What follows belongs to an exercise in optimizing a design on an open flow for small area, a short achievable clock period and few clock cycles; a production flow would make more cautious choices.
Where RTL was checked, it was by simulation tests only, not by an equivalence proof against the original.
Only the layout flow was run in runs 1 and 7; the RTL was not checked for function there.
No run shown here takes its clock network from TritonCTS; it comes from the design's own scripts or RTL.
No driver is modelled on the clock port, so clock power and skew are understated where the tree is cut down; a real chip needs a root buffer or a tree.

==> flow/design.v <==
module HT_OP (
    input         merge,
    input  [47:0] wl,
    input  [2:0]  xin,
    input  [7:0]  vld,
    input  [4:0]  newslot,
    input         hold,
    input  [14:0] pin,
    output [47:0] wo,
    output [14:0] po,
    output [2:0]  k,
    output [4:0]  sum
);
    function lt6;
        input [5:0] a, b;
        integer n;
        reg res;
        begin
            res = 1'b0;
            for (n = 0; n < 6; n = n + 1)
                res = (~a[n] & b[n]) | ((~a[n] | b[n]) & res);
            lt6 = res;
        end
    endfunction
    wire [5:0] w [0:7];
    wire [5:0] r [0:7];
    wire [7:0] c;
    wire [5:0] x;
    genvar i, s;
    generate
        for (i = 0; i < 8; i = i + 1) begin : UNP
            assign w[i] = wl[6*i +: 6];
        end
        for (i = 0; i < 8; i = i + 1) begin : REM
            if (i < 6) begin : SH
                assign r[i] = merge ? w[i+2] : {3'b000, w[i][2:0]};
            end else begin : TL
                assign r[i] = {3'b000, w[i][2:0]};
            end
            if (i < 6) begin : CM
                assign c[i] = vld[i] & lt6(r[i], x);
            end else begin : CI
                assign c[i] = vld[i] & lt6(r[i], {3'b000, xin});
            end
        end
    endgenerate
    assign sum = w[0][3:0] + w[1][3:0];
    assign x = merge ? {1'b0, sum} : {3'b000, xin};
    assign k[2] = c[3];
    assign k[1] = (c[1] & ~c[3]) | c[5];
    assign k[0] = (c[0] & ~c[1]) | (c[2] & ~c[3]) | (c[4] & ~c[5]) | c[6];
    generate
        for (i = 0; i < 8; i = i + 1) begin : INS
            if (i == 0) begin : F
                assign wo[6*i +: 6] = c[i] ? r[i] : x;
            end else begin : N
                assign wo[6*i +: 6] = c[i] ? r[i] : (c[i-1] ? x : r[i-1]);
            end
        end
        for (s = 0; s < 5; s = s + 1) begin : SLOT
            wire [2:0] p = pin[3*s +: 3];
            assign po[3*s +: 3] = newslot[s] ? k : (p + {2'b00, ~hold & (p >= k)});
        end
    endgenerate
endmodule
module HT_PATH (
    input  [2:0] p,
    input  [2:0] k1, k2, k3,
    input  [1:0] k4, k5,
    input        k6,
    output [7:1] h,
    output [7:1] b
);
    function [6:1] step;
        input [7:1] g;
        input [2:0] km;
        integer i;
        begin
            step = 6'd0;
            for (i = 1; i <= 6; i = i + 1)
                step[i] = (i <= km) ? (~g[2] | ((i + 2 <= 7) ? g[(i + 2) % 8] : 1'b0))
                                    : g[i + 1];
        end
    endfunction
    wire [7:1] g1;
    genvar i;
    generate
        for (i = 1; i <= 7; i = i + 1) begin : T1
            assign g1[i] = (p >= i);
        end
    endgenerate
    wire [6:1] g2 = step(g1, k1);
    wire [6:1] g3w = step({1'b0, g2}, k2);
    wire [5:1] g3 = g3w[5:1];
    wire [6:1] g4w = step({2'b00, g3}, k3);
    wire [6:1] g5w = step({3'b000, g4w[4:1]}, {1'b0, k4});
    wire [6:1] g6w = step({4'b0000, g5w[3:1]}, {1'b0, k5});
    wire [6:1] g7w = step({5'b00000, g6w[2:1]}, {2'b00, k6});
    wire [4:1] g4 = g4w[4:1];
    wire [3:1] g5 = g5w[3:1];
    wire [2:1] g6 = g6w[2:1];
    wire       g7 = g7w[1];
    assign h = {1'b1, ~g6[2], ~g5[2], ~g4[2], ~g3[2], ~g2[2], ~g1[2]};
    assign b = {~g7, ~g6[1], ~g5[1], ~g4[1], ~g3[1], ~g2[1], ~g1[1]};
endmodule
`timescale 1ns/1ps
module HT_TOP (
    input  wire       clk,
    input  wire       rst_n,
    input  wire       in_valid,
    input  wire [2:0] in_weight,
    input  wire       out_mode,
    output reg        out_valid,
    output reg        out_code
);
reg  [3:0]  t;
reg         mode_q;
reg  [14:0] ptr;
reg  [2:0]  sc;       
reg  [2:0]  m;        
reg  [3:0]  w0, w1, w3, w4, w5, w6;
reg  [4:0]  w2;
reg  [2:0]  w7;
wire [47:0] wl = {3'd0, w7, 2'd0, w6, 2'd0, w5, 2'd0, w4, 2'd0, w3,
                  1'b0, w2, 2'd0, w1, 2'd0, w0};
wire [2:0] u     = t[2:0];
wire       merge = t[3] & ~(u[2] & (u[1] | u[0]));
wire       keep  = t[3] & u[2] & (u[1] | u[0]);
wire [4:0] newslot;
assign newslot[0] = ~t[3] & (u == 3'd4);
assign newslot[1] = ~t[3] & (mode_q ? (u == 3'd2) : (u == 3'd5));
assign newslot[2] = ~t[3] & (mode_q ? (u == 3'd5) : (u == 3'd6));
assign newslot[3] = ~t[3] & (mode_q ? (u == 3'd0) : (u == 3'd7));
assign newslot[4] = ~t[3] & (mode_q ? (u == 3'd1) : (u == 3'd3));
wire [7:0] vld;
genvar v;
generate
    for (v = 0; v < 8; v = v + 1) begin : VLD
        assign vld[v] = keep | (merge ? (u + v < 6) : (u > v));
    end
endgenerate
wire [47:0] wa;
wire [14:0] pa;
wire [2:0]  ka;
wire [4:0]  sa;
HT_OP u_a (
    .merge(merge), .wl(wl), .xin(keep ? 3'd7 : w7), .vld(vld),
    .newslot(newslot), .hold(t[3]),
    .pin(ptr), .wo(wa), .po(pa), .k(ka), .sum(sa)
);
wire fin  = (t == 4'd13);
reg [2:0] ps;
always @(*) begin
    case (sc)
        3'd0:    ps = ptr[2:0];
        3'd1:    ps = ptr[5:3];
        3'd2:    ps = ptr[8:6];
        3'd3:    ps = ptr[11:9];
        default: ps = ptr[14:12];
    endcase
end
wire k6a = (w2 < sa);
wire k6  = fin ? k6a : w0[0];
wire [7:1] h, b;
HT_PATH u_path (.p(ps), .k1(w3[2:0]), .k2(w4[2:0]), .k3(w5[2:0]),
                .k4(w6[1:0]), .k5(w7[1:0]), .k6(k6), .h(h), .b(b));
wire [7:1] rest = h & ((7'd1 << (m - 3'd1)) - 7'd1);
reg  [2:0] mn;
always @(*) begin
    casez (rest)
        7'b?1?????: mn = 3'd6;
        7'b?01????: mn = 3'd5;
        7'b?001???: mn = 3'd4;
        7'b?0001??: mn = 3'd3;
        7'b?00001?: mn = 3'd2;
        7'b?000001: mn = 3'd1;
        default:    mn = 3'd7;
    endcase
end
wire more = (rest != 7'd0);
wire bit_m = b[m];
wire snd  = (t == 4'd14);
wire idle = (t == 4'd15);
wire emit = fin | snd;
wire last = ~more & (sc == 3'd4);
always @(posedge clk) begin
    mode_q <= out_mode;
    ptr <= pa;
    if (emit) begin
        m  <= mn;
        sc <= more ? sc : sc + 3'd1;
    end else begin
        m  <= 3'd7;
        sc <= 3'd0;
    end
    w7 <= in_valid ? in_weight : merge ? ka : wa[44:42];
    {w6, w5, w4, w3, w2} <=
        {wa[39:36], wa[33:30], wa[27:24], wa[21:18], wa[16:12]};
    {w1, w0[3:1]} <= {wa[9:6], wa[3:1]};
    w0[0] <= fin ? k6a : wa[0];
end
always @(posedge clk) begin
    out_valid <= emit;
    out_code  <= emit & bit_m;
end
always @(posedge clk or negedge rst_n) begin
    if (!rst_n)
        t <= 4'd15;
    else if (idle ? in_valid : snd ? last : 1'b1)
        t <= t + 4'd1;
end
endmodule
==> flow/flow/run.sh <==
#!/bin/bash
# Layout: the standard ORFS flow (standard.sh), with these changes:
#  - synthesis: no half/full adder cell extraction (ADDER_MAP_FILE empty),
#    and ABC maps with flow/area.abc (see flow/own_synth.tcl);
#  - ports are buffered with buf_2 cells instead of the default choice;
#  - clock tree: four clkbuf_16 cells fed by the clock port, one per
#    cluster of flip-flops (flow/own_cts.tcl, flow/own_clock.tcl), in place
#    of TritonCTS's H-tree.
# make's full output goes to standard.log; ORFS keeps each step's log under
# orfs/logs.
set -uo pipefail
export OWN_WORK_DIR=$PWD
export OWN_FLOW_DIR=$PWD/flow
bash standard.sh "SYNTH_SCRIPT=$OWN_FLOW_DIR/own_synth.tcl" ADDER_MAP_FILE= \
    "BUFFER_PORTS_ARGS=-buffer_cell sky130_fd_sc_hd__buf_2" \
    "PRE_CTS_TCL=$OWN_FLOW_DIR/own_cts.tcl" \
    finish > standard.log 2>&1
status=$?
tail -n 30 standard.log
exit $status
==> flow/flow/area.abc <==
strash
&get -n
&fraig -x
&put
scorr
dc2
strash
&get -n
&dch -f
&nf -R 1000
&put
==> flow/flow/own_clock.tcl <==
# Clock tree of n buffers, each driving the flip-flops of one cluster
# (k-means on their placed locations), all fed from the clock port directly.
proc own_clock_tree {cell n} {
  set block [ord::get_db_block]
  set dbu [$block getDbUnitsPerMicron]
  set net [$block findNet clk]
  set pins {}
  foreach it [$net getITerms] {
    set inst [$it getInst]
    set loc [$inst getLocation]
    lappend pins [list [$inst getName] [[$it getMTerm] getName] [lindex $loc 0] [lindex $loc 1]]
  }
  # k-means on the sink locations, started from sinks spread along x+y
  set sorted [lsort -integer -index 2 [lmap p $pins {list [lindex $p 0] [lindex $p 1] [expr {[lindex $p 2] + [lindex $p 3]}] [lindex $p 2] [lindex $p 3]}]]
  set m [llength $sorted]
  set cx {}; set cy {}
  for {set c 0} {$c < $n} {incr c} {
    set p [lindex $sorted [expr {($m * (2 * $c + 1)) / (2 * $n)}]]
    lappend cx [lindex $p 3]; lappend cy [lindex $p 4]
  }
  for {set iter 0} {$iter < 20} {incr iter} {
    set groups {}
    for {set c 0} {$c < $n} {incr c} { lappend groups {} }
    foreach p $pins {
      set best 0; set bd -1
      for {set c 0} {$c < $n} {incr c} {
        set d [expr {abs([lindex $p 2] - [lindex $cx $c]) + abs([lindex $p 3] - [lindex $cy $c])}]
        if {$bd < 0 || $d < $bd} { set bd $d; set best $c }
      }
      lset groups $best [concat [lindex $groups $best] [list $p]]
    }
    set ncx {}; set ncy {}
    for {set c 0} {$c < $n} {incr c} {
      set g [lindex $groups $c]
      if {[llength $g] == 0} { lappend ncx [lindex $cx $c]; lappend ncy [lindex $cy $c]; continue }
      set sx 0; set sy 0
      foreach p $g { incr sx [lindex $p 2]; incr sy [lindex $p 3] }
      lappend ncx [expr {$sx / [llength $g]}]; lappend ncy [expr {$sy / [llength $g]}]
    }
    set cx $ncx; set cy $ncy
  }
  for {set c 0} {$c < $n} {incr c} {
    set g [lindex $groups $c]
    if {[llength $g] == 0} { continue }
    set loads [lmap p $g {get_pins "[lindex $p 0]/[lindex $p 1]"}]
    set x [expr {[lindex $cx $c] / double($dbu)}]
    set y [expr {[lindex $cy $c] / double($dbu)}]
    set b [insert_buffer -buffer_cell $cell -net clk -load_pins $loads \
             -location [list $x $y] -buffer_name clkleaf -net_name clkleaf]
    set binst [$block findInst [get_full_name $b]]
    foreach it [$binst getITerms] {
      if {[[$it getMTerm] getName] eq "X"} { [$it getNet] setSigType CLOCK }
    }
    puts "clock leaf [get_full_name $b]: [llength $g] sinks at $x $y"
  }
}
==> flow/flow/own_cts.tcl <==
# Runs before ORFS's cts.tcl (as PRE_CTS_TCL) and takes the place of
# TritonCTS: the clock port drives four clkbuf_16 cells directly, each
# driving one cluster of the flip-flops (see own_clock.tcl).  The rest of
# cts.tcl (legalisation, timing repair, writing the results) runs as usual.
source [file join $::env(OWN_FLOW_DIR) own_clock.tcl]
own_clock_tree sky130_fd_sc_hd__clkbuf_16 4
proc clock_tree_synthesis {args} {
  puts "clock tree made by flow/own_cts.tcl instead of clock_tree_synthesis $args"
}
==> flow/flow/own_synth.tcl <==
# The standard flow's synthesis (synth_recipe.tcl in the work folder), with one change:
# ABC maps the logic with flow/area.abc instead of ORFS's abc_area.script.
# Registers are mapped before ABC runs, so they are the same as the standard flow's.
proc abc {args} {
  set i [lsearch -exact $args -script]
  if {$i >= 0} {
    lset args [expr {$i + 1}] [file join $::env(OWN_FLOW_DIR) area.abc]
  }
  yosys abc {*}$args
}
source [file join $::env(OWN_WORK_DIR) synth_recipe.tcl]
==> flow/standard.sh <==
#!/bin/bash
# synth_recipe.tcl (not shown) runs the flow's synth.tcl, then flattens the netlist and writes it again
# the make line also repeats each setting of config.mk as NAME=value (left out here)
make -C /OpenROAD-flow-scripts/flow DESIGN_CONFIG=/design/flow/config.mk WORK_HOME=/design/flow/orfs CLKGATE_MAP_FILE= SYNTH_SCRIPT=/design/flow/synth_recipe.tcl "${@:-finish}"
==> flow/config.mk <==
export PLATFORM = sky130hd
export DESIGN_NAME = HT_TOP
export DESIGN_NICKNAME = HT_TOP
export VERILOG_FILES = /design/flow/design.v
export SDC_FILE = /design/flow/constraint.sdc
export NUM_CORES = 4
export LEC_CHECK = 0
export ABC_AREA = 1
export CAP_MARGIN = 0
export CORE_MARGIN = 2
export CORE_UTILIZATION = 60
export GPL_TIMING_DRIVEN = 0
export SLEW_MARGIN = 0
==> flow/constraint.sdc <==
create_clock -name core_clock -period 32.0 [get_ports {clk}]
set_input_delay 6.4000 -clock core_clock [delete_from_list [all_inputs] [get_ports {clk}]]
set_output_delay 6.4000 -clock core_clock [all_outputs]
set_load 0.01 [all_outputs]
==> results_dict.tcl, run 1 <==
set metrics [dict create \
    status "complete, no violations" \
    grt_pass1_wl_um 16700 \
    cts_resized 0 \
    syn_inst 514 \
    syn-num-nets 521 \
    ant_nets 0 \
    cp_max_fo 7 \
    dr.pass1.iters 4 \
    holdWs_ns 0.541 \
    tightest_slew_ns 1.36 \
    post-route-util_pct 66.3 \
    crit_path_end "t[2]" \
    synth-simple-area-share_pct 22.6 \
    crit_start "in_valid" \
    required_ns 32.07 \
    crit_arrival_ns 7.36 \
    yosys.area.top_type "dfxtp_1" \
    port_buffers 8 \
    drt_wl_total_um 9910 \
    setup_slack_ns 24.70 \
    yosys_warnings 3 \
    synth_edf_count 6 \
    drt-vias-per-instance 6.43 \
    fmax_mhz 137 \
    die_w_um 84.1 \
    regArea_um2 1290 \
    period_share_pct 22.8 \
    place_inst 602 \
    core_area_um2 6280 \
    yosysTopAreaCellShare_pct 26.0 \
    synth_cell_type_count 45 \
    antenna_found_initial 0 \
    ios 9 \
    dominantRegCellSynth "dfxtp_1" \
    cts_setup_buffers 0 \
    nNetsFinal 538 \
    cp-start-kind "input pin" \
    dieArea_um2 7080 \
    rows 29 \
    regToRegEndpoint "ptr[13]" \
    drtIter0Drc 174 \
    r2r_cells 16 \
    gp_congestion 0.885 \
    dpl_cell_area_um2 4060 \
    synth_area_um2 3850 \
    yosys-top-cells-count "a21oi_1, nand2_1, nor2_1, o21ai_0, dfxtp_1" \
    multi_input_area_um2 2550 \
    max_cap_viol_count 0 \
    critPathKind "input pin to flop" \
    dp_slack_ns 24.59 \
    overflow 0 \
    vias 3898 \
    grt_pass1_vias 3633 \
    avgSynthCellArea_um2 7.50 \
    finalSetupTns_ns 0 \
    fp.dieH_um 84.1 \
    slew_viol_final 0 \
    yosys-top-cells-area "dfxtp_1, a21oi_1, o21ai_0, nand2_1, nor2_1" \
    wl_per_cell_um 16.3 \
    crit_path_end_kind "flop" \
    r2r_setup_slack_ns 25.62 \
    final_area_um2 4160 \
    holdPathStages 2 \
    period_needed_ns 7.30 \
    reg2reg_from "t[2]" \
    final_layout_size_suffix_gt1_share_pct 4.35 \
    yosys.area_share.adder_pct 1.30 \
    ys_seq_area_share_pct 33.4 \
    finClkSkew_ns 0.0207 \
    async_reset_ff_share_pct 6.67 \
    clkLatencyLatePin_ns 0.15 \
    rsz0062_at_grt "no" \
    start_util_pct 61.4 \
    synth.area.mux_share_pct 6.04 \
    synth_xor_area_share_pct 4.55 \
    setup_viol 0 \
    diodes 0 \
    max_slew_margin_pct 9.23 \
    synth_compound_area_share_pct 31.1 \
    fin_cells 606 \
    fillers 556 \
    track_usage_pct 27.7 \
    clk_pin_slew_ns 0.06 \
    syn_to_final_growth_pct 8.05 \
    hold_path.class "flop to flop" \
    hpwlAfterDp_um 7330 \
    hold_viol 0 \
    synth_top_family_by_area "compound AO/OA/AOI/OAI gates" \
    cts_hold_buffers 0 \
    synth_seq_cells 60 \
    drcViolationCount 0 \
    grt_max_degree 29 \
]
==> cells in the final DEF (no fill, tap or decap), types with 2 or more instances in the layout <==
| cell type | instances |
|---|---|
| nand2_1 | 65 |
| a21oi_1 | 65 |
| nor2_1 | 64 |
| o21ai_0 | 51 |
| dfxtp_1 | 50 |
| nor3_1 | 22 |
| mux2i_1 | 21 |
| o22ai_1 | 17 |
| a211oi_1 | 17 |
| nand3_1 | 17 |
| clkinv_1 | 11 |
| a22oi_1 | 11 |
| xnor2_1 | 11 |
| xor2_1 | 9 |
| nor2b_1 | 8 |
| buf_2 | 8 |
| a21o_1 | 6 |
| edfxtp_1 | 6 |
| o22a_1 | 5 |
| maj3_1 | 5 |
| nand2b_1 | 4 |
| and3_1 | 4 |
| clkbuf_16 | 4 |
| dfstp_2 | 4 |
| a32oi_1 | 3 |
| nor3b_1 | 3 |
| and2_0 | 2 |
| nor4b_1 | 2 |
| o21a_1 | 2 |
| o211ai_1 | 2 |
| a22o_1 | 2 |
| mux2_1 | 2 |
| nor4_1 | 2 |
| or3_1 | 2 |
| a31oi_1 | 2 |
| o32ai_1 | 2 |
==> registers in the layout (all words and copies together), names as in the netlist <==
| signal | cells |
|---|---|
| ptr | 15 |
| w2 | 5 |
| t | 4 |
| w0 | 4 |
| w1 | 4 |
| w3 | 4 |
| w4 | 4 |
| w5 | 4 |
| w6 | 4 |
| m | 3 |
| sc | 3 |
| w7 | 3 |
| mode_q | 1 |
| out_code | 1 |
| out_valid | 1 |
==> per-layer routing <==
layer / wire length [µm] / part of all wire, % / global-route usage [%] / vias up
li1: - / - / - / 1961
met1: 4330 / 44 / 36.2 / 1814
met2: 4860 / 49 / 49.6 / 99
met3: 438 / 4.4 / 2.06 / 24
met4: 272 / 2.7 / 7.48 / 0
met5: 0 / 0 / 0 / -
==> kinds of logic (layout without fill, tap and decap cells) <==
| logic type | count (synthesis) | in the layout |
|---|---|---|
| DFF | 60 | 60 |
| xor gates and xnor gates | 20 | 20 |
| adders and majority gates | 5 | 5 |
| and+or+nand+nor | 197 | 197 |
| buffers and inverters | 11 | 26 |
| AOI/OAI and AO/OA | 198 | 198 |
| muxes | 23 | 23 |
==> critical path, cell delays in order <==
cell and delay, ns:
buf_2 0.16, clkinv_1 0.12, o21ai_0 0.23, nor2_1 0.08, o21ai_0 0.13, a21bo_1 0.24
==> worst min path at each step <==
stage	start	slack, ns	endpoint
after detailed placement	w4[3]	0.53	w2[3]
after floorplan	w4[3]	0.47	w2[3]
final	w4[3]	0.54	w2[3]
after global routing	w4[3]	0.58	w2[3]
after global placement	w2[3]	0.53	w0[3]
after CTS	w4[3]	0.54	w2[3]
==> final cells by class, without the clock buffers <==
type                            instances  area share (%)
Inverter                               11           0.992
Sequential cell                        60            30.9
Multi-Input combinational cell        443            61.1
Timing Repair Buffer                   11            2.25
Tap cell                               77            2.31
==> run 2, diff against run 1 <==
--- a/flow/design.v
+++ b/flow/design.v
@@ -115,4 +115,5 @@
 );
 reg  [3:0]  t;
+reg         pend;
 reg         mode_q;
 reg  [14:0] ptr;
@@ -181,5 +182,5 @@
 wire bit_m = b[m];
 wire snd  = (t == 4'd14);
-wire idle = (t == 4'd15);
+wire idle = ~t[3] & ~pend;
 wire emit = fin | snd;
 wire last = ~more & (sc == 3'd4);
@@ -201,4 +202,5 @@
 end
 always @(posedge clk) begin
+    pend      <= in_valid;
     out_valid <= emit;
     out_code  <= emit & bit_m;
@@ -206,6 +208,8 @@
 always @(posedge clk or negedge rst_n) begin
     if (!rst_n)
-        t <= 4'd15;
-    else if (idle ? in_valid : snd ? last : 1'b1)
+        t <= 4'd0;
+    else if ((snd & last) | idle)
+        t <= 4'd0;
+    else if (!snd)
         t <= t + 4'd1;
 end
==> flow/flow/area.abc (replaced) <==
strash
&get -n
&fraig -x
&put
scorr
dc2
strash
dch -f
amap -F 4 -A 10 -x
==> results_dict.tcl, run 2 <==
set metrics [dict create \
    status "complete, no violations" \
    crit_path_end_kind "flop" \
    max_cap_viol_count 0 \
    setup_slack_ns 24.16 \
    ant_nets 0 \
    cp_max_fo 26 \
    async_reset_ff_share_pct 6.56 \
    dp_slack_ns 23.99 \
    ys_seq_area_share_pct 34.6 \
    hold_path.class "flop to flop" \
    regArea_um2 1300 \
    port_buffers 8 \
    start_util_pct 62.8 \
    synth_area_um2 3760 \
    clkLatencyLatePin_ns 0.14 \
    synth_cell_type_count 33 \
    fp.dieH_um 83.2 \
    cp_num_buf_inv 5 \
    period_share_pct 24.5 \
    dr.pass1.iters 6 \
    largest_reg_flops 15 \
    diodes 0 \
    antenna_found_initial 0 \
    ios 9 \
    cp_slowest_cell "o21ai_1" \
    r2r_cells 17 \
    cp-start-kind "flop" \
    max_stage_delay_ns 1.00 \
    wl_per_cell_um 17.5 \
    yosys-top-cells-count "clkinv_1, o22ai_1, nor2_1, o21ai_0, dfxtp_1" \
    grt_pass1_wl_um 17500 \
    finalSetupTns_ns 0 \
    slew_viol_final 0 \
    cp_cell_sequence "clkinv_1, nor2_2, clkinv_1, o22ai_1, clkinv_1, o221ai_1, o21ai_0, o221ai_2, clkinv_1, o21ai_1, a22oi_1, o221ai_1, nor2_1, nand2_1, clkinv_1, o221ai_1, o21ai_0" \
    finClkSkew_ns 0.0165 \
    tightest_slew_ns 1.12 \
    drtIter0Drc 443 \
    final_common_cell "clkinv_1" \
    crit_arrival_ns 7.84 \
    hold_viol 0 \
    yosysTopAreaCellShare_pct 27.2 \
    holdPathStages 1 \
    hpwlAfterDp_um 8120 \
    drcViolationCount 0 \
    yosys.area.top_type "dfxtp_1" \
    fillers 548 \
    avgSynthCellArea_um2 7.07 \
    drt-vias-per-instance 6.86 \
    track_usage_pct 29.5 \
    layout_common_cells "clkinv_1, o22ai_1, nor2_1, o21ai_0, dfxtp_1" \
    clk_pin_slew_ns 0.08 \
    rsz0062_at_grt "no" \
    dieArea_um2 6920 \
    final_layout_size_suffix_gt1_share_pct 2.75 \
    yosys.cell_count.top_type "clkinv_1" \
    syn_to_final_growth_pct 6.86 \
    gp_congestion 0.941 \
    vias 4256 \
    drt_wl_total_um 10900 \
    multi_input_area_um2 2110 \
    path_depth 17 \
    dominantRegCellSynth "dfxtp_1" \
    synth_seq_cells 61 \
    grt_pass1_vias 3668 \
    cts_setup_buffers 0 \
    yosys-top-cells-area "dfxtp_1, o22ai_1, clkinv_1, o21ai_0, nor2_1" \
    critPathKind "flop to flop" \
    setup_viol 0 \
    die_w_um 83.2 \
    syn_inst 532 \
    period_needed_ns 7.84 \
    worst_path_most_repeated_cell "clkinv_1" \
    yosys_warnings 3 \
    nNetsFinal 554 \
    syn-num-nets 539 \
    largest-register "ptr" \
    core_area_um2 5990 \
    fmax_mhz 128 \
    max_slew_margin_pct 25.0 \
    rows 28 \
    crit_family "compound AO/OA/AOI/OAI gates" \
    required_ns 31.99 \
    cts_resized 0 \
    overflow 0 \
    grt_max_degree 27 \
    synth_edf_count 6 \
    cts_hold_buffers 0 \
]
run 2: cell count changes in the layout (fill, tap and decap cells not counted), moves of 11 or more:
cell      change
clkinv_1     +83
a211oi_1     -15
xnor2_1      -11
o22ai_1      +50
nand3_1      -12
nand2_1      -28
a21oi_1      -26
mux2i_1      -21
o32ai_1      +11
run 2: per-stage QoR:
stage          instances  hold slack [ns]  utilization (%)  instance area (µm²)
3_5_place_dp         616            0.491             65.4                 3920
3_3_place_gp         615            0.482             65.0                 3890
2_1_floorplan        532            0.455                -                 3760
5_1_grt              620            0.530             67.1                 4020
4_1_cts              620            0.491             67.1                 4020
6_report             620            0.502             67.1                 4020
run 2: per-layer routing:
layer	vias up	GRT usage, %	part of all wire (%)
met5	-	0	0
met4	0	5.07	1.8
met3	19	2.58	8.1
met2	226	48.7	45
met1	1970	42.9	45
li1	2041	-	-
run 2: final timing paths:
path,slack [ns],start,endpoint
max,24.16,t[3],ptr[11]
min,0.50,ptr[14],ptr[14]
max reg2reg,24.16,t[3],ptr[11]
min reg2reg,0.50,ptr[14],ptr[14]
max in group asynchronous,25.83,rst_n,t[3]
min in group asynchronous,6.05,rst_n,t[1]
run 2: cell type report, without the clock buffers:
type / instances / area share (%)
Tap cell: 75 / 2.34
Sequential cell: 61 / 32.4
Inverter: 94 / 8.78
Multi-Input combinational cell: 377 / 52.6
Timing Repair Buffer: 9 / 1.37
run 2: kinds of logic after synthesis:
kind of cell    Yosys count  share of synthesized area, %
compound gates          247                          41.6
simple gates            130                          14.4
buf+inv                  94                          9.38
flops                    61                          34.6
Testbench counts of run 2, summed over its fixed seeds: cycles 10,705.
==> run 3, diff against run 2 <==
==> flow/flow/area.abc (replaced) <==
strash
&get -n
&fraig -x
&put
scorr
dc2
dc2
strash
dch -f
amap -F 4 -A 10 -m -x
==> results_dict.tcl, run 3 <==
set metrics [dict create \
    status "complete, no violations" \
    synth_edf_count 6 \
    cp-start-kind "flop" \
    rows 28 \
    fp.dieH_um 82.9 \
    yosysTopAreaCellShare_pct 27.3 \
    post-route-util_pct 67.4 \
    synth_seq_cells 61 \
    yosys_warnings 3 \
    dieArea_um2 6880 \
    grt_pass1_vias 3655 \
    crit_path_end "ptr[5]" \
    yosys-top-cells-area "dfxtp_1, o22ai_1, nor2_1, clkinv_1, o21ai_0" \
    drt_wl_total_um 10600 \
    syn_inst 528 \
    core_area_um2 5960 \
    critPathKind "flop to flop" \
    nNetsFinal 553 \
    dominantRegCellSynth "dfxtp_1" \
    largest_reg_flops 15 \
    final_layout_size_suffix_gt1_share_pct 3.13 \
    ys_seq_area_share_pct 34.8 \
    async_reset_ff_share_pct 6.56 \
    gp_congestion 0.975 \
    syn-num-nets 535 \
    fillers 530 \
    start_util_pct 62.8 \
    drtIter0Drc 337 \
    track_usage_pct 29.1 \
    antenna_found_initial 0 \
    reg2reg_from "t[3]" \
    tightest_slew_ns 1.15 \
    overflow 0 \
    hold_viol 0 \
    regToRegEndpoint "ptr[5]" \
    r2r_cells 20 \
    max_slew_margin_pct 23.1 \
    crit_start "t[3]" \
    clkLatencyLatePin_ns 0.15 \
    drt-vias-per-instance 6.76 \
    multi_input_area_um2 2130 \
    required_ns 32.02 \
    final_common_cell "nor2_1" \
    ant_nets 0 \
    syn_to_final_growth_pct 7.47 \
    cts_resized 0 \
    avgSynthCellArea_um2 7.08 \
    period_share_pct 25.2 \
    fmax_mhz 124 \
    crit_path_end_kind "flop" \
    yosys.cell_count.top_type "nor2_1" \
    r2r_setup_slack_ns 23.94 \
    dr.pass1.iters 8 \
    crit_arrival_ns 8.08 \
    cp_max_fo 26 \
    regArea_um2 1300 \
    period_needed_ns 8.06 \
    synth_cell_type_count 36 \
    setup_viol 0 \
    largest-register "ptr" \
    vias 4183 \
    wl_per_cell_um 17.1 \
    hpwlAfterDp_um 7920 \
    synth_area_um2 3740 \
    finalSetupTns_ns 0 \
    slew_viol_final 0 \
    yosys.area.top_type "dfxtp_1" \
    finClkSkew_ns 0.0280 \
    cts_hold_buffers 0 \
    hold_path.class "flop to flop" \
    ios 9 \
    clk_pin_slew_ns 0.09 \
    port_buffers 8 \
    grt_max_degree 27 \
    max_cap_viol_count 0 \
    layout_common_cells "nor2_1, clkinv_1, o22ai_1" \
    diodes 0 \
    grt_pass1_wl_um 17100 \
    yosys-top-cells-count "nor2_1, clkinv_1, o22ai_1, o21ai_0, dfxtp_1" \
    die_w_um 82.9 \
    drcViolationCount 0 \
    cts_setup_buffers 0 \
    rsz0062_at_grt "no" \
]
run 3: final cells by class, without the clock buffers:
type	instances	area share, %
multi-input cells	383	53.1
flip-flops and latches	61	32.4
inverters	84	7.85
well taps	75	2.34
repair buffers	12	1.87
run 3: kinds of logic (layout without fill, tap and decap cells):
logic type             count (synthesis)  after routing  share of synthesized area [%]
AOI/OAI and AO/OA                    236            236                           40.9
buffers and inverters                 84            100                           8.44
DFF                                   61             61                           34.8
and+or+nand+nor                      147            147                           15.9
run 3: how the worst min path moves through the flow:
stage / start / end / slack, ns / cells after the start
after floorplan: ptr[14] / ptr[14] / 0.45 / 1
after global placement: ptr[14] / ptr[14] / 0.48 / 1
after detailed placement: ptr[14] / ptr[14] / 0.50 / 1
after CTS: ptr[14] / ptr[14] / 0.50 / 1
after global routing: w4[3] / w2[3] / 0.57 / 2
final: ptr[14] / ptr[14] / 0.53 / 1
run 3: metrics by stage:
stage | cell area [µm²] | worst slack [ns] | std cells | hold slack [ns]
floorplan | 3740 | 25.04 | 528 | 0.450
global placement | 3870 | 22.22 | 611 | 0.476
detailed placement | 3910 | 24.32 | 614 | 0.499
CTS | 4010 | 24.34 | 618 | 0.499
global route | 4020 | 23.42 | 619 | 0.566
finish | 4020 | 23.94 | 619 | 0.526
run 3: metal layers:
| layer | global-route usage [%] | vias to the layer above | part of all wire, % |
|---|---|---|---|
| met5 | 0 | - | 0 |
| met1 | 39.0 | 1877 | 41 |
| met2 | 48.6 | 235 | 46 |
| li1 | - | 2032 | - |
| met3 | 3.98 | 39 | 9.1 |
| met4 | 9.24 | 0 | 3.5 |
run 3: critical path, cell delays in order, from the launching register on:
cell	delay [ns]
dfrtp_1	0.62
clkinv_1	0.47
nor2_2	0.67
buf_8	0.24
clkinv_1	0.58
o22ai_1	1.07
clkinv_1	0.55
o21ai_0	0.27
o21ai_0	0.14
a31oi_1	0.68
clkinv_1	0.38
o21ai_0	0.53
clkinv_1	0.59
o22ai_1	0.30
o221ai_1	0.14
o211ai_1	0.17
nor2_1	0.10
nand2_1	0.12
clkinv_1	0.07
o221ai_1	0.16
o21ai_0	0.10
==> run 4, diff against run 3 <==
==> flow/flow/area.abc (replaced) <==
strash
&get -n
&fraig -x
&put
scorr
dc2
strash
dch -f
amap -F 4 -A 10 -x
--- a/flow/config.mk
+++ b/flow/config.mk
@@ -11,3 +11,3 @@
 export CORE_UTILIZATION = 60
 export GPL_TIMING_DRIVEN = 0
-export SLEW_MARGIN = 0
+export SLEW_MARGIN = 50
==> results_dict.tcl, run 4 <==
set metrics [dict create \
    hold_viol 0 \
    dominantRegCellSynth "dfxtp_1" \
    ant_nets 0 \
    crit_arrival_ns 6.84 \
    start_util_pct 62.8 \
    path_depth 3 \
    yosys-top-cells-count "clkinv_1, o22ai_1, nor2_1, o21ai_0, dfxtp_1" \
    ios 9 \
    track_usage_pct 30.4 \
    clk_pin_slew_ns 0.07 \
    period_needed_ns 7.06 \
    status "complete, no violations" \
    met1_length_um 4860 \
    max_slew_margin_pct 54.0 \
    drt_wl_total_um 11200 \
    cp_max_fo 6 \
    antenna_found_initial 0 \
    max_stage_delay_ns 0.17 \
    yosysTopAreaCellShare_pct 27.2 \
    vias 4246 \
    synth_seq_cells 61 \
    drcViolationCount 0 \
    yosys_warnings 3 \
    finClkSkew_ns 0.0100 \
    synth_area_um2 3760 \
    overflow 0 \
    setup_slack_ns 24.94 \
    drtIter0Drc 490 \
    cp-start-kind "input pin" \
    finalSetupTns_ns 0 \
    r2r_setup_slack_ns 25.64 \
    rows 28 \
    route.met3.wl_um 924 \
    dp_slack_ns 24.81 \
    async_reset_ff_share_pct 6.56 \
    grt_pass1_wl_um 17900 \
    fmax_mhz 142 \
    grt_pass1_vias 3805 \
    synth_cell_type_count 33 \
    dieArea_um2 6920 \
    clkLatencyLatePin_ns 0.14 \
    gp_congestion 0.941 \
    cts_hold_buffers 0 \
    drt-vias-per-instance 6.83 \
    hpwlAfterDp_um 8280 \
    layout_common_cells "clkinv_1, o22ai_1, nor2_1" \
    final_layout_size_suffix_gt1_share_pct 4.94 \
    holdWs_ns 0.516 \
    dr.pass1.iters 5 \
    diodes 0 \
    syn_to_final_growth_pct 9.38 \
    setup_viol 0 \
    holdPathStages 1 \
    yosys.area.top_type "dfxtp_1" \
    yosys.cell_count.top_type "clkinv_1" \
    hold_path.class "flop to flop" \
    highest_layer "met4" \
    max_cap_viol_count 0 \
    largest_reg_flops 15 \
    slew_viol_final 0 \
    period_share_pct 22.1 \
    cts_resized 0 \
    cp_num_buf_inv 2 \
    syn_inst 532 \
    largest-register "ptr" \
    dr_wl_met2_um 5150 \
    final_common_cell "clkinv_1" \
    grt_max_degree 27 \
    port_buffers 8 \
    syn-num-nets 539 \
    required_ns 31.78 \
    die_w_um 83.2 \
    yosys-top-cells-area "dfxtp_1, o22ai_1, clkinv_1, o21ai_0, nor2_1" \
    r2r_cells 18 \
    ys_seq_area_share_pct 34.6 \
    post-route-util_pct 68.7 \
    cp_slowest_cell "o311ai_1" \
    nNetsFinal 556 \
    critPathKind "input pin to flop" \
    crit_family "buffers and inverters" \
    wl_per_cell_um 18.0 \
    crit_path_end_kind "flop" \
    synth_edf_count 6 \
    cp_cell_sequence "buf_2, clkinv_1, o311ai_1" \
    fp.dieH_um 83.2 \
    fillers 524 \
    rsz0062_at_grt "no" \
    avgSynthCellArea_um2 7.07 \
    tightest_slew_ns 0.687 \
    core_area_um2 5990 \
    cts_setup_buffers 0 \
]
-- run 4: final cells by class, without the clock buffers --
class,instances,area (µm²),share of cell area [%]
multi-input combinational,377,2180,53.0
sequential,61,1300,31.6
inverter,94,354,8.61
tap,75,93.8,2.28
timing repair buffer,11,83.8,2.04
-- run 4: kinds of logic after synthesis --
family | after synthesis | share of synthesized area (%)
AOI/OAI and AO/OA | 247 | 41.6
and+or+nand+nor | 130 | 14.4
buffers and inverters | 94 | 9.38
DFF | 61 | 34.6
-- run 4: path summary, 6_finish.rpt --
kind	from	endpoint
setup / recovery	in_valid	w7[1]
hold / removal	ptr[14]	ptr[14]
setup reg to reg	t[3]	ptr[11]
hold reg to reg	ptr[14]	ptr[14]
max in group asynchronous	rst_n	t[3]
min in group asynchronous	rst_n	t[1]
-- run 4: metal layers --
| metal | vias to the layer above | track usage [%] |
|---|---|---|
| li1 | 2036 | - |
| met1 | 1954 | 42.1 |
| met2 | 229 | 50.6 |
| met3 | 27 | 3.68 |
| met4 | 0 | 7.75 |
| met5 | - | 0 |
-- run 4: per-stage QoR --
step | cells | area (µm²)
after floorplan | 532 | 3760
after global placement | 615 | 3890
after detailed placement | 617 | 3990
after CTS | 621 | 4090
after global routing | 622 | 4110
final | 622 | 4110
-- run 4: worst reg2reg max path: cells and delay by family (launching register included) --
family / cells / cell delay (ns)
compound gates: 9 / 2.74
buf+inv: 6 / 2.12
simple gates: 3 / 0.70
flops: 1 / 0.67
==> run 5, diff against run 4 <==
--- a/flow/config.mk
+++ b/flow/config.mk
@@ -11,3 +11,3 @@
 export CORE_UTILIZATION = 60
 export GPL_TIMING_DRIVEN = 0
-export SLEW_MARGIN = 50
+export SLEW_MARGIN = 70
==> results_dict.tcl, run 5 <==
set metrics [dict create \
    status "complete, no violations" \
    track_usage_pct 31.8 \
    ant_nets 0 \
    antenna_found_initial 0 \
    synth_cell_type_count 33 \
    tightest_slew_ns 0.442 \
    fp.dieH_um 83.2 \
    cts_hold_buffers 0 \
    critPathKind "input pin to flop" \
    max_slew_margin_pct 70.4 \
    cts_setup_buffers 0 \
    core_area_um2 5990 \
    synth-simple-area-share_pct 14.4 \
    r2r_cells 20 \
    diodes 0 \
    drcViolationCount 0 \
    yosys.area.top_type "dfxtp_1" \
    wl_per_cell_um 18.5 \
    finClkSkew_ns 0.0166 \
    reg2reg_from "t[3]" \
    yosys.area_share.adder_pct 0 \
    syn_inst 532 \
    avgSynthCellArea_um2 7.07 \
    grt_max_degree 27 \
    slew_viol_final 0 \
    hold_viol 0 \
    synth_top_family_by_area "compound AO/OA/AOI/OAI gates" \
    max_stage_delay_ns 0.14 \
    r2r_setup_slack_ns 26.01 \
    rsz0062_at_grt "no" \
    yosys.cell_count.top_type "clkinv_1" \
    dr.pass1.iters 7 \
    setup_slack_ns 25.03 \
    drtIter0Drc 424 \
    required_ns 31.82 \
    finalSetupTns_ns 0 \
    die_w_um 83.2 \
    period_needed_ns 6.97 \
    crit_start "in_valid" \
    cts_resized 0 \
    overflow 0 \
    crit_arrival_ns 6.79 \
    syn-num-nets 539 \
    final_layout_size_suffix_gt1_share_pct 13.0 \
    drt-vias-per-instance 6.92 \
    async_reset_ff_share_pct 6.56 \
    ios 9 \
    dpl_cell_area_um2 4290 \
    cp_cell_sequence "buf_2, clkinv_1, o311ai_2" \
    syn_to_final_growth_pct 17.6 \
    grt_pass1_vias 3923 \
    largest-register "ptr" \
    setup_viol 0 \
    path_depth 3 \
    fillers 479 \
    ys_seq_area_share_pct 34.6 \
    start_util_pct 62.8 \
    cp_num_buf_inv 2 \
    final_common_cell "clkinv_1" \
    final_area_um2 4420 \
    nNetsFinal 561 \
    cp_slowest_cell "buf_2" \
    hpwlAfterDp_um 8690 \
    multi_input_area_um2 2460 \
    dominantRegCellSynth "dfxtp_1" \
    period_share_pct 21.8 \
    crit_family "buffers and inverters" \
    regArea_um2 1300 \
    yosys_warnings 3 \
    synth_seq_cells 61 \
    clk_pin_slew_ns 0.08 \
    fmax_mhz 143 \
    yosys-top-cells-area "dfxtp_1, o22ai_1, clkinv_1, o21ai_0, nor2_1" \
    synth.area.mux_share_pct 0 \
    hold_path.class "flop to flop" \
    yosys-top-cells-count "clkinv_1, o22ai_1, nor2_1, o21ai_0, dfxtp_1" \
    layout_common_cells "clkinv_1, nor2_1, o21ai_0" \
    synth_area_um2 3760 \
    synth_compound_area_share_pct 41.6 \
    cp-start-kind "input pin" \
    port_buffers 8 \
    rows 28 \
    drt_wl_total_um 11600 \
    cp_max_fo 6 \
    regToRegEndpoint "ptr[8]" \
    crit_path_end "w7[1]" \
    dieArea_um2 6920 \
    max_cap_viol_count 0 \
    yosysTopAreaCellShare_pct 27.2 \
    dp_slack_ns 24.88 \
    gp_congestion 0.941 \
    grt_pass1_wl_um 18600 \
    largest_reg_flops 15 \
    vias 4337 \
    synth_edf_count 6 \
    synth_xor_area_share_pct 0 \
    clkLatencyLatePin_ns 0.14 \
    crit_path_end_kind "flop" \
]
## run 5: cell counts after synthesis
Identical to the previous run, type by type.
## run 5: logic make-up (layout without fill, tap and decap cells)
group	count (synthesis)	in the layout
buf+inv	94	114
simple gates	130	130
compound gates	247	247
flops	61	61
## run 5: through the flow
stage,hold slack (ns),utilization [%],instances
after floorplan,0.455,-,532
after global placement,0.482,65.0,615
after detailed placement,0.502,71.6,622
after CTS,0.503,73.3,626
after global routing,0.537,73.8,627
final,0.521,73.8,627
## run 5: area by class of cell, without the clock buffers
class | instances | share of cell area (%)
Tap cell | 75 | 2.12
Sequential cell | 61 | 29.5
Multi-Input combinational cell | 377 | 55.6
Timing Repair Buffer | 16 | 2.24
Inverter | 94 | 8.26
## run 5: per-layer routing
metal  vias up  global-route usage [%]  wire [µm]  share of wire [%]
met5         -                       0          0                  0
met4         0                    12.4        506                4.4
met3        52                    2.88       1000                8.6
met2       249                    51.8       5240                 45
met1      1981                    43.8       4880                 42
li1       2055                       -          -                  -
## run 5: how the worst min path moves through the flow
stage                        from       to  slack (ns)  cells after the start
final                     ptr[14]  ptr[14]        0.52                      1
after global routing        w4[3]    w2[3]        0.54                      2
after CTS                 ptr[14]  ptr[14]        0.50                      1
after detailed placement  ptr[14]  ptr[14]        0.50                      1
after global placement    ptr[14]  ptr[14]        0.48                      1
after floorplan           ptr[14]  ptr[14]        0.45                      1
==> run 6, diff against run 5 <==
==> flow/flow/area.abc (replaced) <==
strash
&get -n
&fraig -x
&put
scorr
dc2
strash
&get -n
&dch -f
&nf -R 1000
&put
--- a/flow/config.mk
+++ b/flow/config.mk
@@ -11,3 +11,3 @@
 export CORE_UTILIZATION = 60
 export GPL_TIMING_DRIVEN = 0
-export SLEW_MARGIN = 70
+export SLEW_MARGIN = 0
==> results_dict.tcl, run 6 <==
set metrics [dict create \
    syn-num-nets 510 \
    synth_seq_cells 61 \
    r2r_cells 14 \
    setup_slack_ns 25.03 \
    ios 9 \
    dieArea_um2 7110 \
    layout_common_cells "nor2_1, a21oi_1, nand2_1" \
    synth_cell_type_count 51 \
    diodes 0 \
    finalSetupTns_ns 0 \
    yosysTopAreaCellShare_pct 26.4 \
    synth_edf_count 6 \
    setup_viol 0 \
    finClkSkew_ns 0.0154 \
    drtIter0Drc 238 \
    rows 29 \
    vias 3775 \
    avgSynthCellArea_um2 7.70 \
    cp_max_fo 8 \
    synth_area_um2 3870 \
    crit_arrival_ns 6.84 \
    rsz0062_at_grt "no" \
    status "complete, no violations" \
    grt_pass1_wl_um 16400 \
    drt-vias-per-instance 6.36 \
    track_usage_pct 27.4 \
    cts_setup_buffers 0 \
    slew_viol_final 0 \
    yosys-top-cells-count "nor2_1, a21oi_1, nand2_1, dfxtp_1, o21ai_0" \
    period_needed_ns 6.97 \
    antenna_found_initial 0 \
    max_cap_viol_count 0 \
    core_area_um2 6310 \
    clk_pin_slew_ns 0.06 \
    dp_slack_ns 24.90 \
    port_buffers 8 \
    cp-start-kind "input pin" \
    wl_per_cell_um 16.3 \
    largest-register "ptr" \
    yosys-top-cells-area "dfxtp_1, a21oi_1, mux2i_1, nor2_1, o21ai_0" \
    fp.dieH_um 84.4 \
    final_area_um2 4140 \
    dpl_cell_area_um2 4040 \
    hold_path.class "flop to flop" \
    yosys_warnings 3 \
    gp_congestion 0.850 \
    async_reset_ff_share_pct 6.56 \
    critPathKind "input pin to flop" \
    drcViolationCount 0 \
    hold_viol 0 \
    fillers 562 \
    die_w_um 84.4 \
    largest_reg_flops 15 \
    clkLatencyLatePin_ns 0.14 \
    dominantRegCellSynth "dfxtp_1" \
    final_common_cell "nor2_1" \
    dr.pass1.iters 5 \
    yosys.cell_count.top_type "nor2_1" \
    drt_wl_total_um 9700 \
    syn_to_final_growth_pct 6.78 \
    grt_pass1_vias 3379 \
    hpwlAfterDp_um 7010 \
    required_ns 31.87 \
    final_layout_size_suffix_gt1_share_pct 2.90 \
    syn_inst 503 \
    grt_max_degree 31 \
    crit_path_end_kind "flop" \
    nNetsFinal 526 \
    max_slew_margin_pct 13.7 \
    start_util_pct 61.4 \
    period_share_pct 21.8 \
    tightest_slew_ns 1.29 \
    holdPathStages 2 \
    cts_hold_buffers 0 \
    fmax_mhz 144 \
    overflow 0 \
    yosys.area.top_type "dfxtp_1" \
    ys_seq_area_share_pct 33.6 \
    ant_nets 0 \
    cts_resized 0 \
]
[run 6: cell count changes in the layout (fill, tap and decap cells not counted), moves of 10 or more]
cell      previous run  this run
clkinv_1            90         8
o22ai_1             47        14
mux2i_1              0        27
a21oi_1             35        57
nand2_1             37        55
o22ai_2             17         0
a211oi_1             2        14
maj3_1               0        10
nor2_1              59        69
[run 6: kinds of logic after synthesis]
logic type / Yosys count / synth area share, %
compound gates: 184 / 29.1
buf+inv: 8 / 0.775
simple gates: 194 / 22.6
mux: 28 / 7.27
xor+xnor: 18 / 4.07
flops: 61 / 33.6
fa+ha+maj: 10 / 2.58
[run 6: metrics by stage]
step / hold WS [ns] / util, % / std cells
after detailed placement: 0.487 / 63.9 / 590
after global routing: 0.551 / 65.5 / 594
after floorplan: 0.455 / - / 503
after CTS: 0.497 / 65.5 / 594
final: 0.505 / 65.5 / 594
after global placement: 0.478 / 63.5 / 588
[run 6: final timing paths]
kind / start / end / slack [ns]
worst max-delay path: in_valid / w7[1] / 25.03
worst min-delay path: w6[3] / w4[3] / 0.50
worst max register to register: t[3] / ptr[5] / 25.57
worst min register to register: w6[3] / w4[3] / 0.50
max in group asynchronous: rst_n / t[3] / 25.83
min in group asynchronous: rst_n / t[1] / 6.05
[run 6: cell type report, without the clock buffers]
type,instances,area [µm²],share of cell area [%]
multi-input combinational,434,2550,61.6
sequential,61,1300,31.5
tap,77,96.3,2.33
timing repair buffer,10,60.1,1.45
inverter,8,30.0,0.726
[run 6: critical path, stage by stage]
cell and delay (ns):
buf_2 0.15, a31oi_1 0.15, nand2_1 0.13
[run 6: metal layers]
| layer | up-vias | wire length (µm) | global-route usage, % |
|---|---|---|---|
| met5 | - | 0 | 0 |
| met3 | 11 | 554 | 2.06 |
| met1 | 1749 | 4700 | 42.2 |
| met4 | 0 | 134 | 5.19 |
| met2 | 108 | 4300 | 42.6 |
| li1 | 1907 | - | - |
==> run 7, diff against run 6 <==
--- a/flow/design.v
+++ b/flow/design.v
@@ -195,5 +195,5 @@
         sc <= 3'd0;
     end
-    w7 <= in_valid ? in_weight : merge ? ka : wa[44:42];
+    w7 <= (~t[3] & (u != 3'd7)) ? in_weight : merge ? ka : wa[44:42];
     {w6, w5, w4, w3, w2} <=
         {wa[39:36], wa[33:30], wa[27:24], wa[21:18], wa[16:12]};
==> results_dict.tcl, run 7 <==
set metrics [dict create \
    status "complete, no violations" \
    wl_per_cell_um 16.3 \
    period_share_pct 21.7 \
    clkLatencyLatePin_ns 0.14 \
    cp-start-kind "flop" \
    track_usage_pct 27.9 \
    ant_nets 0 \
    drt_wl_total_um 9850 \
    final_common_cell "nor2_1" \
    period_needed_ns 6.95 \
    max_stage_delay_ns 0.29 \
    core_area_um2 6310 \
    tightest_slew_ns 1.32 \
    grt_pass1_wl_um 16800 \
    finClkSkew_ns 0.0159 \
    required_ns 25.60 \
    ios 9 \
    hold_viol 0 \
    dieArea_um2 7130 \
    synth_area_um2 3880 \
    cp_max_fo 1 \
    min-delay-start "w2[3]" \
    synth_seq_cells 61 \
    clk_pin_slew_ns 0.06 \
    async_reset_ff_share_pct 6.56 \
    reg2reg_from "t[3]" \
    yosys.cell_count.top_type "nor2_1" \
    drcViolationCount 0 \
    final_layout_size_suffix_gt1_share_pct 2.85 \
    cts_resized 0 \
    largest_reg_flops 15 \
    hold_path.class "flop to flop" \
    crit_arrival_ns 0.55 \
    syn_to_final_growth_pct 7.28 \
    cts_setup_buffers 0 \
    crit_start "out_valid" \
    synth_cell_type_count 48 \
    cp_slowest_cell "dfxtp_1" \
    r2r_setup_slack_ns 25.17 \
    cp_num_buf_inv 1 \
    nNetsFinal 536 \
    fmax_mhz 144 \
    rows 29 \
    yosys.area.top_type "dfxtp_1" \
    syn_inst 513 \
    max_cap_viol_count 0 \
    critPathKind "flop to primary output" \
    overflow 0 \
    largest-register "ptr" \
    port_buffers 8 \
    ys_seq_area_share_pct 33.5 \
    fillers 557 \
    yosys_warnings 3 \
    drtIter0Drc 406 \
    min_to "w0[3]" \
    drt-vias-per-instance 6.35 \
    synth_edf_count 6 \
    grt_max_degree 27 \
    cts_hold_buffers 0 \
    r2r_cells 17 \
    start_util_pct 61.5 \
    dominantRegCellSynth "dfxtp_1" \
    holdPathStages 2 \
    grt_pass1_vias 3467 \
    cp_cell_sequence "buf_2" \
    yosys-top-cells-area "dfxtp_1, nor2_1, mux2i_1, o21ai_0, a21oi_1" \
    hpwlAfterDp_um 7250 \
    crit_path_end_kind "primary output" \
    fp.dieH_um 84.4 \
    slew_viol_final 0 \
    max_slew_margin_pct 11.8 \
    regToRegEndpoint "ptr[10]" \
    vias 3836 \
    setup_viol 0 \
    diodes 0 \
    finalSetupTns_ns 0 \
    holdWs_ns 0.529 \
    yosysTopAreaCellShare_pct 26.3 \
    rsz0062_at_grt "no" \
    antenna_found_initial 0 \
    syn-num-nets 520 \
    crit_family "flip-flops" \
    layout_common_cells "nor2_1, nand2_1, o21ai_0, dfxtp_1, a21oi_1" \
    die_w_um 84.4 \
    gp_congestion 0.871 \
    avgSynthCellArea_um2 7.57 \
    dr.pass1.iters 5 \
    yosys-top-cells-count "nor2_1, nand2_1, dfxtp_1, o21ai_0, a21oi_1" \
]
run 7: cell types whose count changed after synthesis, sizes merged, moves of 3 or more:
cell and delta:
nor2 +9, a211oi -7, a21oi -7, and2 +7, nand2 +6, a31oi +5, a22oi +4, nand2b -4
clkinv +3, o21a -3, o22ai -3
run 7: cell families (layout without fill, tap and decap cells):
| kind of cell | after synthesis | after routing | synth area share, % |
|---|---|---|---|
| AO/OA/AOI/OAI | 173 | 173 | 27.0 |
| multiplexers | 29 | 29 | 7.51 |
| flip-flops | 61 | 61 | 33.5 |
| XOR/XNOR | 14 | 14 | 3.16 |
| AND/OR/NAND/NOR | 214 | 214 | 24.9 |
| buffers and inverters | 11 | 25 | 1.06 |
| adder cells (fa/ha/maj) | 11 | 11 | 2.84 |
run 7: worst max path at each step:
stage                           end  cells past startpoint
after global routing         ptr[4]                     17
after CTS                     w7[1]                      2
after floorplan               w7[1]                      1
after global placement        w7[1]                      2
final                     out_valid                      1
after detailed placement      w7[1]                      2
run 7: through the flow:
| stage | cells | area (µm²) | worst slack, ns | utilization [%] |
|---|---|---|---|---|
| final | 604 | 4170 | 25.05 | 66.0 |
| after global routing | 604 | 4170 | 24.51 | 66.0 |
| after CTS | 604 | 4170 | 25.03 | 66.0 |
| after detailed placement | 600 | 4070 | 25.03 | 64.4 |
| after global placement | 598 | 4020 | 25.04 | 63.7 |
| after floorplan | 513 | 3880 | 25.17 | - |
run 7: final cells by class, without the clock buffers:
| class | count | area (µm²) | share of cell area [%] |
|---|---|---|---|
| repair buffers | 10 | 78.8 | 1.89 |
| inverters | 11 | 41.3 | 0.991 |
| multi-input cells | 441 | 2550 | 61.2 |
| flip-flops and latches | 61 | 1300 | 31.2 |
| well taps | 77 | 96.3 | 2.31 |
run 7: routing by layer:
layer,wire (µm),GRT usage [%],part of all wire [%]
met1,4980,43.2,51
met2,4290,44.2,44
met3,498,1.87,5.1
met4,81,3.61,0.82
met5,0,0,0

[port drivers added, routing unchanged]
No port has a modelled driver above. Below, the same layouts with a new extraction and two added sets of constraints.
Step 1 (the two cells are an assumption about what drives the block):
set clk [get_ports {clk}]
set_driving_cell -lib_cell sky130_fd_sc_hd__clkbuf_16 $clk
set_driving_cell -lib_cell sky130_fd_sc_hd__buf_2 [delete_from_list [all_inputs] $clk]
Step 2, shift: input delay + t, output delay - t, t = (earliest + latest rising clock arrival at the registers) / 2. This alone moves slack from input paths to output paths.
a / b / c = ideal / step 1 / step 2; a / b = the first two.
run | t, ns | setup WS [ns] | latest minus earliest clock arrival (ns) | pins driven straight from the clock port
run 1 | 0.214 | 24.704 / 24.762 / 24.549 | 0.020 / 0.021 | 4
run 2 | 0.214 | 24.159 / 24.159 / 24.159 | 0.017 / 0.017 | 4
run 3 | 0.216 | 23.942 / 23.942 / 23.942 | 0.028 / 0.028 | 4
run 4 | 0.220 | 24.942 / 24.953 / 24.784 | 0.010 / 0.010 | 4
run 5 | 0.223 | 25.027 / 24.942 / 24.863 | 0.016 / 0.016 | 4
run 6 | 0.221 | 25.032 / 24.969 / 24.871 | 0.015 / 0.015 | 4
run 7 | 0.216 | 25.053 / 24.972 / 25.040 | 0.016 / 0.016 | 4
After both steps setup and hold are still met in every run listed. The setup slack of run 5, which loses most, moves by -0.085 ns with the drivers and by -0.164 ns with both steps.
